Context: an optimization exercise on an open-source flow, tuned for small area, a short achievable clock period and few clock cycles per item. The choices shown serve that exercise and are no tape-out recipe. RTL that was checked went through simulation tests only; none was proved equivalent to the original. Function not checked in run 2: the RTL went through the layout flow alone.

==> flow/design.v <==
module isEvenNumber(
	output reg result,
	output reg[1:0] stuckState,
	input wire clock,
	input wire reset,
	input wire go_i,
	input wire[31:0] number
);
localparam STATE_Initial = 2'd0,
			  STATE_1 = 2'd1,
			  STATE_2 = 2'd2,
			  STATE_3 = 2'd3;
reg[1:0] currentState;
reg[1:0] nextState;
reg[31:0] number_reg;
always @ (posedge clock) begin
	if (reset)
		currentState <= STATE_Initial;
	else
		currentState <= nextState;
end
always @ (posedge clock) begin
	if (currentState == STATE_Initial && go_i)
		number_reg <= number;
end
always @ (*) begin
	nextState = currentState;
	stuckState = currentState;
	result = 1'b0;
	case (currentState)
		STATE_Initial: begin
			if (go_i)
				nextState = STATE_1;
		end
		STATE_1: begin
			if (number_reg % 2 == 0) 
				nextState = STATE_2;
			else
				nextState = STATE_3;
		end
		STATE_2: begin
			result = 1'b1;
			nextState = STATE_Initial;
		end
		STATE_3: begin
			result = 1'b0;
			nextState = STATE_Initial;
		end
	endcase
end
endmodule
module isFibonacci(
	output reg result,
	output reg[3:0] stuckState,
	input wire clock,
	input wire reset,
	input wire go_i,
	input wire[31:0] number
);
localparam STATE_Initial = 4'd0,
			  STATE_1 = 4'd1,
			  STATE_2 = 4'd2,
			  STATE_3 = 4'd3,
			  STATE_4 = 4'd4,
			  STATE_5 = 4'd5,
			  STATE_6 = 4'd6,
			  STATE_7 = 4'd7,
			  STATE_8 = 4'd8;
reg[3:0] currentState;
reg[3:0] nextState;
reg[32:0] fib1;
reg[32:0] fib2;
reg[32:0] res;
reg[31:0] number_reg;
always @ (posedge clock) begin
	if (reset)
		currentState <= STATE_Initial;
	else
		currentState <= nextState;
end
always @ (posedge clock) begin
	case (currentState)
		STATE_Initial: begin
			if (go_i)
				number_reg <= number;
		end
		STATE_1: begin
			fib1 <= {33{1'b1}};
			fib2 <= 33'd1;
			res <= 33'd0;
		end
		STATE_3: begin
			res <= fib1 + fib2;
		end
		STATE_4: begin
			fib1 <= fib2;
		end
		STATE_5: begin
			fib2 <= res;
		end
		default: ;
	endcase
end
always @ (*) begin
	nextState = currentState;
	stuckState = currentState;
	result = 1'b0;
	case (currentState)
		STATE_Initial: begin
			if (go_i)
				nextState = STATE_1;
		end
		STATE_1: begin
			nextState = STATE_2;
		end
		STATE_2: begin
			nextState = STATE_3;
		end
		STATE_3: begin
			nextState = STATE_4;
		end
		STATE_4: begin
			nextState = STATE_5;
		end
		STATE_5: begin
			nextState = STATE_6;
		end
		STATE_6: begin
			if (res == {1'b0, number_reg})
				nextState = STATE_7;
			else if (res > {1'b0, number_reg})
				nextState = STATE_8;
			else
				nextState = STATE_2;
		end
		STATE_7: begin
			result = 1'b1;
			nextState = STATE_Initial;
		end
		STATE_8: begin
			result = 1'b0;
			nextState = STATE_Initial;
		end
		default: ;
	endcase
end
endmodule
module isPalindrome(
	output reg result,
	output reg[3:0] stuckState,
	input wire clock,
	input wire reset,
	input wire go_i,
	input wire[31:0] number
);
localparam STATE_Initial = 4'd0,
			  STATE_1 = 4'd1,
			  STATE_2 = 4'd2,
			  STATE_3 = 4'd3,
			  STATE_4 = 4'd4,
			  STATE_5 = 4'd5,
			  STATE_6 = 4'd6,
			  STATE_7 = 4'd7,
			  STATE_8 = 4'd8,	
			  STATE_9 = 4'd9;
reg[3:0] currentState;
reg[3:0] nextState;
reg[31:0] divisor;
wire[31:0] leading;
wire[31:0] trailing;
reg[31:0] number_reg;
assign leading = number_reg / divisor;
assign trailing = number_reg % 10;
always @ (posedge clock) begin
	if (reset)
		currentState <= STATE_Initial;
	else
		currentState <= nextState;
end
always @ (posedge clock) begin
	case (currentState)
		STATE_Initial: begin
			if (go_i)
				number_reg <= number;
		end
		STATE_1: begin
			divisor <= 1;
		end
		STATE_3: begin
			divisor <= divisor * 10;
		end
		STATE_7: begin
			number_reg <= (number_reg % divisor) / 10;
		end
		STATE_8: begin
			divisor <= divisor / 100;
		end
		default: ;
	endcase
end
always @ (*) begin
	nextState = currentState;
	stuckState = currentState;
	result = 1'b0;
	case (currentState)
		STATE_Initial: begin
			if (go_i)
				nextState = STATE_1;
		end
		STATE_1: begin
			nextState = STATE_2;
		end
		STATE_2: begin
			if (leading >= 10)
				nextState = STATE_3;
			else
				nextState = STATE_4;
		end
		STATE_3: begin
			nextState = STATE_2;
		end
		STATE_4: begin
			if (number_reg != 0)
				nextState = STATE_5;
			else
				nextState = STATE_9;
		end
		STATE_5: begin
			if (leading != trailing)
				nextState = STATE_6;
			else
				nextState = STATE_7;
		end
		STATE_6: begin
			result = 0;
			nextState = STATE_Initial;
		end
		STATE_7: begin
			nextState = STATE_8;
		end
		STATE_8: begin
			nextState = STATE_4;
		end
		STATE_9: begin
			result = 1;
			nextState = STATE_Initial;
		end
		default: ;
	endcase
end
endmodule
module numberAnalyzer(isEven, isFibonacci, isPalindrome, stuckStateEven, stuckStateFibonacci, stuckStatePalindrome, inp, reset, go_i, clk);
	output isEven;
	output isFibonacci;
	output isPalindrome;
	output[1:0] stuckStateEven;
	output[3:0] stuckStateFibonacci;
	output[3:0] stuckStatePalindrome;
	input[31:0] inp;
	input reset;
	input go_i;
	input clk;
	wire[1:0] stuckStateEven;
	wire[3:0] stuckStateFibonacci;
	wire[3:0] stuckStatePalindrome;
	isEvenNumber ien(isEven, stuckStateEven, clk, reset, go_i, inp);
	isFibonacci  ifn(isFibonacci, stuckStateFibonacci, clk, reset, go_i, inp);
	isPalindrome ipn(isPalindrome, stuckStatePalindrome, clk, reset, go_i, inp);
endmodule
==> flow/run.sh <==
#!/bin/bash
# synth_recipe.tcl (not shown) runs the flow's synth.tcl, then flattens the netlist and writes it again
# the make line also repeats each setting of config.mk as NAME=value (left out here)
make -C /OpenROAD-flow-scripts/flow DESIGN_CONFIG=/design/flow/config.mk WORK_HOME=/design/flow/orfs CLKGATE_MAP_FILE= SYNTH_SCRIPT=/design/flow/synth_recipe.tcl finish
==> flow/config.mk <==
export PLATFORM = sky130hd
export DESIGN_NAME = numberAnalyzer
export DESIGN_NICKNAME = numberAnalyzer
export VERILOG_FILES = /design/flow/design.v
export SDC_FILE = /design/flow/constraint.sdc
export NUM_CORES = 4
export LEC_CHECK = 0
export CAP_MARGIN = 20
export CORE_MARGIN = 2
export CORE_UTILIZATION = 40
export PLACE_DENSITY = 0.6
export SLEW_MARGIN = 20
==> flow/constraint.sdc <==
create_clock -name core_clock -period 130.0 [get_ports {clk}]
set_input_delay 26.0000 -clock core_clock [delete_from_list [all_inputs] [get_ports {clk}]]
set_output_delay 26.0000 -clock core_clock [all_outputs]
set_load 0.01 [all_outputs]
==> results of run 1 <==
final cells by class:
type	count	area [um2]
Antenna cell	2	5.00
Multi-Input combinational cell	6504	45700
Timing Repair Buffer	150	1240
Inverter	298	1120
Sequential cell	206	6090
Fill cell	13835	78300
Clock buffer	28	637
Tap cell	1781	2230
Clock inverter	15	156
synth_stat cells, drive strengths merged, types with 23 or more instances:
master / n
nand3: 199
xnor2: 259
o2111ai: 29
or2: 66
mux2i: 84
o22ai: 47
inv: 287
a21o: 218
buf: 108
nand2: 662
or4: 26
o31ai: 111
clkbuf: 215
nand4: 91
nor2b: 77
and2: 79
a221oi: 40
a211o: 29
o31a: 23
nor3: 314
xor2: 119
a211oi: 91
o21bai: 73
a21boi: 48
nor2: 694
o21a: 269
ha: 652
o311ai: 26
nor4: 63
edfxtp: 196
o211ai: 84
o21ai: 507
and3: 103
o211a: 27
mux2: 94
a31o: 27
a31oi: 109
a2111oi: 25
nand2b: 111
or3: 90
a21oi: 561
nand3b: 23
a221o: 24
critical path, delay by kind of cell (launching register included):
kind / cells / cell delay [ns]
flip-flops: 1 / 0.69
buffers and inverters: 17 / 4.51
AND/OR/NAND/NOR: 60 / 15.15
AO/OA/AOI/OAI: 281 / 69.07
XOR/XNOR: 1 / 0.22
adder cells (fa/ha/maj): 32 / 9.32
multiplexers: 13 / 4.34
stage by stage:
stage | setup slack [ns] | std cells
after floorplan | 35.86 | 7334
after global placement | 30.88 | 8936
after detailed placement | 28.43 | 8937
after CTS | 28.03 | 8980
after global routing | 17.23 | 8982
final | 26.17 | 8984
path summary, 6_finish.rpt:
check,from,end,cells past startpoint
hold / removal,ien.currentState[1]$_SDFFE_PP0P_,ien.currentState[1]$_SDFFE_PP0P_,1
setup / recovery,ipn.divisor[20]$_SDFFCE_PN0P_,ipn.number_reg[0]$_DFFE_PP_,404
hold reg to reg,ien.currentState[1]$_SDFFE_PP0P_,ien.currentState[1]$_SDFFE_PP0P_,1
setup reg to reg,ipn.divisor[20]$_SDFFCE_PN0P_,ipn.number_reg[0]$_DFFE_PP_,404
per-layer routing:
layer / part of all wire, % / wire (um)
met5: 0.0072 / 14
met4: 4.3 / 8240
met3: 6.9 / 13400
met2: 44 / 85400
met1: 45 / 86300
logic make-up after synthesis:
kind of cell	share of synthesized area (%)
buffers and inverters	5.50
muxes	3.57
AOI/OAI and AO/OA	34.2
adders and majority gates	15.3
xor gates and xnor gates	6.18
DFF	11.1
and+or+nand+nor	24.1
==> impl_metrics.tcl, run 1 <==
set metrics [dict create \
    syn_nets 8024 \
    crit_type "register to register" \
    cts_sinks 206 \
    post_cts_hold_buffer_count 0 \
    setup.worst_path.start_class "register" \
    mostFrequentLayoutCells "nor2_1, nand2_1, ha_1" \
    cp_slowest_stage_delay_ns 0.92 \
    netlist_area_um2 54600 \
    row_count 135 \
    post_synth.cell_area_avg_um2 7.45 \
    crit_arrival_ns 104.18 \
    globalplace.congestion 0.975 \
    drt-initial-drc-count 5466 \
    async_flop_share_pct 0 \
    grt_pass1_vias 52623 \
    worst_pin_slew_ns 1.16 \
    maxCapViolCount 0 \
    post_cts_buffers 0 \
    critical_path.max_fanout 48 \
    ant_nets 0 \
    slew-limit-headroom_pct 20.4 \
    crit_required_ns 130.35 \
    synth.area.top_cells "ha_1, edfxtp_1, a21oi_1" \
    die_x_um 374 \
    final_common_cell "nor2_1" \
    yosysTopAreaCellShare_pct 14.9 \
    synth_area_leader_cell "ha_1" \
    busiest_layer "met2" \
    via_count 56920 \
    crit_slowest_cell "a41o_1" \
    dp_hpwl_um 151000 \
    ys_types 188 \
    final_util_pct 42.2 \
    r2r_setup_slack_ns 26.17 \
    grt_pass1_wl_um 300000 \
    timing.fmax_mhz 9.63 \
    syn_to_final_growth_pct 4.69 \
    clk_pin_slew_ns 0.07 \
    cts_inserted_buffers 25 \
    synthFlopType "edfxtp_1" \
    netlist_instances 7334 \
    hold_class "register to register" \
    hold_ws_ns 0.513 \
    reg_top3 "ifn.fib1 (33), ifn.fib2 (33), ifn.res (33)" \
    cts_tree "built" \
    postPlaceCellArea_um2 56400 \
    initial_core_util_pct 40.3 \
    synth_seq_area_share_pct 11.1 \
    nets 7875 \
    use_met3_pct 2.81 \
    rsz0062_at_grt "false" \
    wl_per_cell_um 21.5 \
    drv_slew 0 \
    grt_max_degree 65 \
    overflow 0 \
    grt_util_all_layers_pct 26.4 \
    post_route_cells_drive_above_1_share_pct 9.14 \
    drc 0 \
    ios 48 \
    finalWirelength_um 193000 \
    root_buffer "clkbuf_16" \
    die_area_um2 140000 \
    fin_area_um2 57200 \
    synth-seq-cells 206 \
    htreeDepth 1 \
    yosysWarningCount 3 \
    met1_usage_pct 36.3 \
    clk_latency_ns 0.61 \
    finalCritPeriodShare_pct 79.9 \
    cts-resized-gates 0 \
    status "finished clean" \
    crit_path_end_kind "register" \
    antenna_found_initial 5 \
    hold_viol 0 \
    cts.path.max_buffers 3 \
    viasPerCell 6.34 \
    core_um2 135000 \
    path_common_cell "o21a_1" \
    synth_edf_count 196 \
    drt_pre_antenna_iters 6 \
    numPortBuffers 47 \
    tns_ns 0 \
    final-setup-viol-count 0 \
    grtUsageMet2_pct 42.2 \
    fin_skew_ns 0.0256 \
    die_y_um 374 \
    period_minus_slack_ns 103.83 \
]
Testbench counts, summed over its fixed seeds: cycles 254,525, items 2,400.
==> run 2: changes to the inputs <==
==> flow/design.v (replaced) <==
module isEvenNumber(
	output wire result,
	input wire[31:0] number
);
assign result = ~number[0];
endmodule
module isFibonacci(
	output wire result,
	input wire[31:0] number
);
function fib_member(input [31:0] n);
	reg [33:0] a, b, t;
	integer i;
	begin
		fib_member = 1'b0;
		a = 34'd0;
		b = 34'd1;
		for (i = 0; i < 48; i = i + 1) begin
			if ({2'b00, n} == a)
				fib_member = 1'b1;
			t = a + b;
			a = b;
			b = t;
		end
	end
endfunction
assign result = fib_member(number);
endmodule
module isPalindrome(
	output wire result,
	input wire[31:0] number
);
function pal(input [31:0] n);
	reg [71:0] s;
	reg [39:0] d;
	reg sym;
	integer i, j, k;
	begin
		s = {40'd0, n};
		for (i = 0; i < 32; i = i + 1) begin
			for (j = 0; j < 10; j = j + 1)
				if (s[32 + 4 * j +: 4] >= 4'd5)
					s[32 + 4 * j +: 4] = s[32 + 4 * j +: 4] + 4'd3;
			s = s << 1;
		end
		d = s[71:32];
		pal = 1'b1;  
		for (k = 2; k <= 10; k = k + 1) begin
			sym = 1'b1;
			for (i = 0; i < k / 2; i = i + 1)
				if (d[4 * i +: 4] != d[4 * (k - 1 - i) +: 4])
					sym = 1'b0;
			if (d[4 * (k - 1) +: 4] != 4'd0)
				pal = sym;
		end
	end
endfunction
assign result = pal(number);
endmodule
module numberAnalyzer(isEven, isFibonacci, isPalindrome, stuckStateEven, stuckStateFibonacci, stuckStatePalindrome, inp, reset, go_i, clk);
	output isEven;
	output isFibonacci;
	output isPalindrome;
	output[1:0] stuckStateEven;
	output[3:0] stuckStateFibonacci;
	output[3:0] stuckStatePalindrome;
	input[31:0] inp;
	input reset;
	input go_i;
	input clk;
	wire even_w, fib_w, pal_w;
	isEvenNumber ien(even_w, inp);
	isFibonacci  ifn(fib_w, inp);
	isPalindrome ipn(pal_w, inp);
	reg done;
	reg even_r, fib_r, pal_r;
	always @(posedge clk) begin
		done <= ~reset & ~done & go_i;
		even_r <= even_w;
		fib_r <= fib_w;
		pal_r <= pal_w;
	end
	assign isEven = done & even_r;
	assign isFibonacci = done & fib_r;
	assign isPalindrome = done & pal_r;
	assign stuckStateEven = {done, done & ~even_r};
	assign stuckStateFibonacci = {done & ~fib_r, {3{done & fib_r}}};
	assign stuckStatePalindrome = {done & pal_r, {2{done & ~pal_r}}, done & pal_r};
endmodule
==> run 2 against run 1 <==
  * Global-route usage decreased by 4.7 points
  * Critical endpoint is now pal_r$_DFF_P_
  * Core utilization shrank 0.13 points
  * Still clean
  * Via count decreased by 48%
==> impl_metrics.tcl, run 2 <==
set metrics [dict create \
    finalWirelength_um 79000 \
    cts_inserted_buffers 3 \
    drc 0 \
    grt_pass1_vias 26866 \
    grt_max_degree 30 \
    path_delay_family "simple AND/OR/NAND/NOR gates" \
    dp_hpwl_um 63700 \
    period_minus_slack_ns 63.29 \
    hold_viol 0 \
    synth_commonest_cells "nor2_1, nand2_1, inv_1, ha_1, a21oi_1" \
    die_x_um 264 \
    crit_path_end_kind "register" \
    synth.area.top_cells "ha_1, nor2_1, mux2i_1" \
    yosysMostFrequentCell "nor2_1" \
    drv_slew 0 \
    mostFrequentLayoutCells "nor2_1, nand2_1, inv_1" \
    timing.rr.start "done$_DFF_P_" \
    yosysTopAreaCellShare_pct 10.5 \
    fin_cells 4774 \
    final_common_cell "nor2_1" \
    syn_nets 4221 \
    wl_met2_um 34800 \
    cts_sinks 4 \
    fin_skew_ns 0 \
    synthFlopType "dfxtp_1" \
    via_count 29608 \
    wl_met1_um 39000 \
    worstReg2RegEnd "done$_DFF_P_" \
    synth_seq_area_share_pct 0.296 \
    met3RoutedLength_um 4470 \
    final-setup-viol-count 0 \
    die_y_um 264 \
    crit_arrival_ns 63.45 \
    cts_tree "built" \
    netlist_area_um2 27000 \
    hold_class "register to register" \
    cts-resized-gates 0 \
    cp_slowest_stage_delay_ns 0.80 \
    startpoint "inp[30]" \
    finalCritPeriodShare_pct 48.7 \
    root_buffer "clkbuf_16" \
    overflow 0 \
    rsz0062_at_grt "false" \
    clk_pin_slew_ns 0.04 \
    wl_per_cell_um 16.5 \
    htreeDepth 1 \
    maxCapViolCount 0 \
    synth_edf_count 0 \
    ant_nets 0 \
    crit_required_ns 130.16 \
    r2r_setup_slack_ns 129.39 \
    path_common_cell "ha_1" \
    post_synth.cell_area_avg_um2 6.83 \
    die_area_um2 69700 \
    synth-seq-cells 4 \
    final_util_pct 42.1 \
    grt_pass1_wl_um 133000 \
    timing.fmax_mhz 15.8 \
    initial_core_util_pct 40.3 \
    globalplace.congestion 0.948 \
    crit_path_end "pal_r$_DFF_P_" \
    nets 4162 \
    ys_types 154 \
    setup.worst_path.start_class "primary input" \
    synth_area_leader_cell "ha_1" \
    async_flop_share_pct 0 \
    slew-limit-headroom_pct 31.9 \
    row_count 95 \
    viasPerCell 6.20 \
    post_cts_buffers 0 \
    path_buf_inv 27 \
    numPortBuffers 47 \
    worst_pin_slew_ns 0.993 \
    dpl.cell_count 4767 \
    crit_slowest_cell "a311oi_1" \
    post_cts_hold_buffer_count 0 \
    syn_to_final_growth_pct 4.33 \
    reg2reg_depth 1 \
    drt-initial-drc-count 2348 \
    antenna_found_initial 5 \
    core_um2 67000 \
    yosysWarningCount 3 \
    critical_path.max_fanout 12 \
    crit_type "primary input to register" \
    netlist_instances 3958 \
    worstSetupPathDepth 172 \
    ios 48 \
    drt_pre_antenna_iters 7 \
    post_route_cells_drive_above_1_share_pct 9.16 \
    cts.path.max_buffers 2 \
    status "finished clean" \
    grt_util_all_layers_pct 21.7 \
    clk_latency_ns 0.23 \
    highest_layer "met5" \
    tns_ns 0 \
]
## run 2: cell count changes after synthesis, moves of 71 or more
cell	delta
a21o_1	-146
a21oi_1	-322
clkbuf_1	-102
edfxtp_1	-196
ha_1	-424
nand2_1	-376
nor2_1	-294
nor3_1	-171
o21a_1	-214
o21ai_0	-285
o31ai_1	-71
xnor2_1	-152
## run 2: cells by family after synthesis
logic type | after synthesis | share of synthesized area, %
AOI/OAI and AO/OA | 1318 | 36.7
xor gates and xnor gates | 173 | 6.53
adders and majority gates | 228 | 10.5
buffers and inverters | 443 | 6.85
DFF | 4 | 0.296
muxes | 227 | 9.35
and+or+nand+nor | 1565 | 29.7
## run 2: final cells by class
class                   count  area [um2]
multi-input cells        3511       25100
inverters                 306        1150
clock buffers               3        75.1
flip-flops and latches      4        80.1
well taps                 873        1090
fillers                  7191       38800
repair buffers             73         666
diodes                      4        10.0
## run 2: worst min path at each step
| stage | start | end | slack, ns | depth (start not counted) |
|---|---|---|---|---|
| 6_report | done$_DFF_P_ | done$_DFF_P_ | 0.53 | 1 |
| 3_3_place_gp | done$_DFF_P_ | done$_DFF_P_ | 0.54 | 1 |
| 3_5_place_dp | done$_DFF_P_ | done$_DFF_P_ | 0.53 | 1 |
| 4_1_cts | done$_DFF_P_ | done$_DFF_P_ | 0.54 | 1 |
| 2_1_floorplan | done$_DFF_P_ | done$_DFF_P_ | 0.48 | 1 |
| 5_1_grt | done$_DFF_P_ | done$_DFF_P_ | 0.58 | 1 |
## run 2: metrics by stage
stage | hold WS (ns) | setup WS, ns | instance area (um2)
detailed placement | 0.532 | 66.91 | 28100
global route | 0.578 | 62.77 | 28200
finish | 0.530 | 66.71 | 28200
CTS | 0.539 | 67.00 | 28200
floorplan | 0.476 | 72.59 | 27000
global placement | 0.540 | 67.48 | 28100
## run 2: metal layers
| layer | track usage, % | vias up |
|---|---|---|
| met5 | 0 | - |
| met4 | 1.97 | 2 |
| met3 | 2.32 | 84 |
| met2 | 36.0 | 789 |
| met1 | 31.1 | 13730 |
| li1 | - | 15003 |

afterwards: timing with drivers on the ports:
The flow's constraints put no driver on any port. The routed layouts listed below were extracted and timed again, unchanged, in two steps.
Step 1: set_driving_cell puts a clkbuf_16 on clk and a buf_2 on each other input, an assumption about the parent block.
Step 2 also shifts input and output timing later by t, the mid clock arrival at the registers, as if the neighbouring blocks saw the same clock.
Three values: ideal, step 1, step 2; two values: the first two.
| run | shift t [ns] | slack for setup (ns) | latest minus earliest clock arrival (ns) | slew at the worst register clock pin (ns) |
|---|---|---|---|---|
| run 1 | 0.665 | 26.170 / 26.170 / 26.170 | 0.028 / 0.027 | 0.07 / 0.07 |
| run 2 | 0.263 | 66.712 / 66.673 / 66.410 | 0.004 / 0.004 | 0.04 / 0.04 |
After both steps setup and hold are still met in every run listed. The setup slack of run 2, which loses most, moves by -0.039 ns with the drivers and by -0.302 ns with both steps.
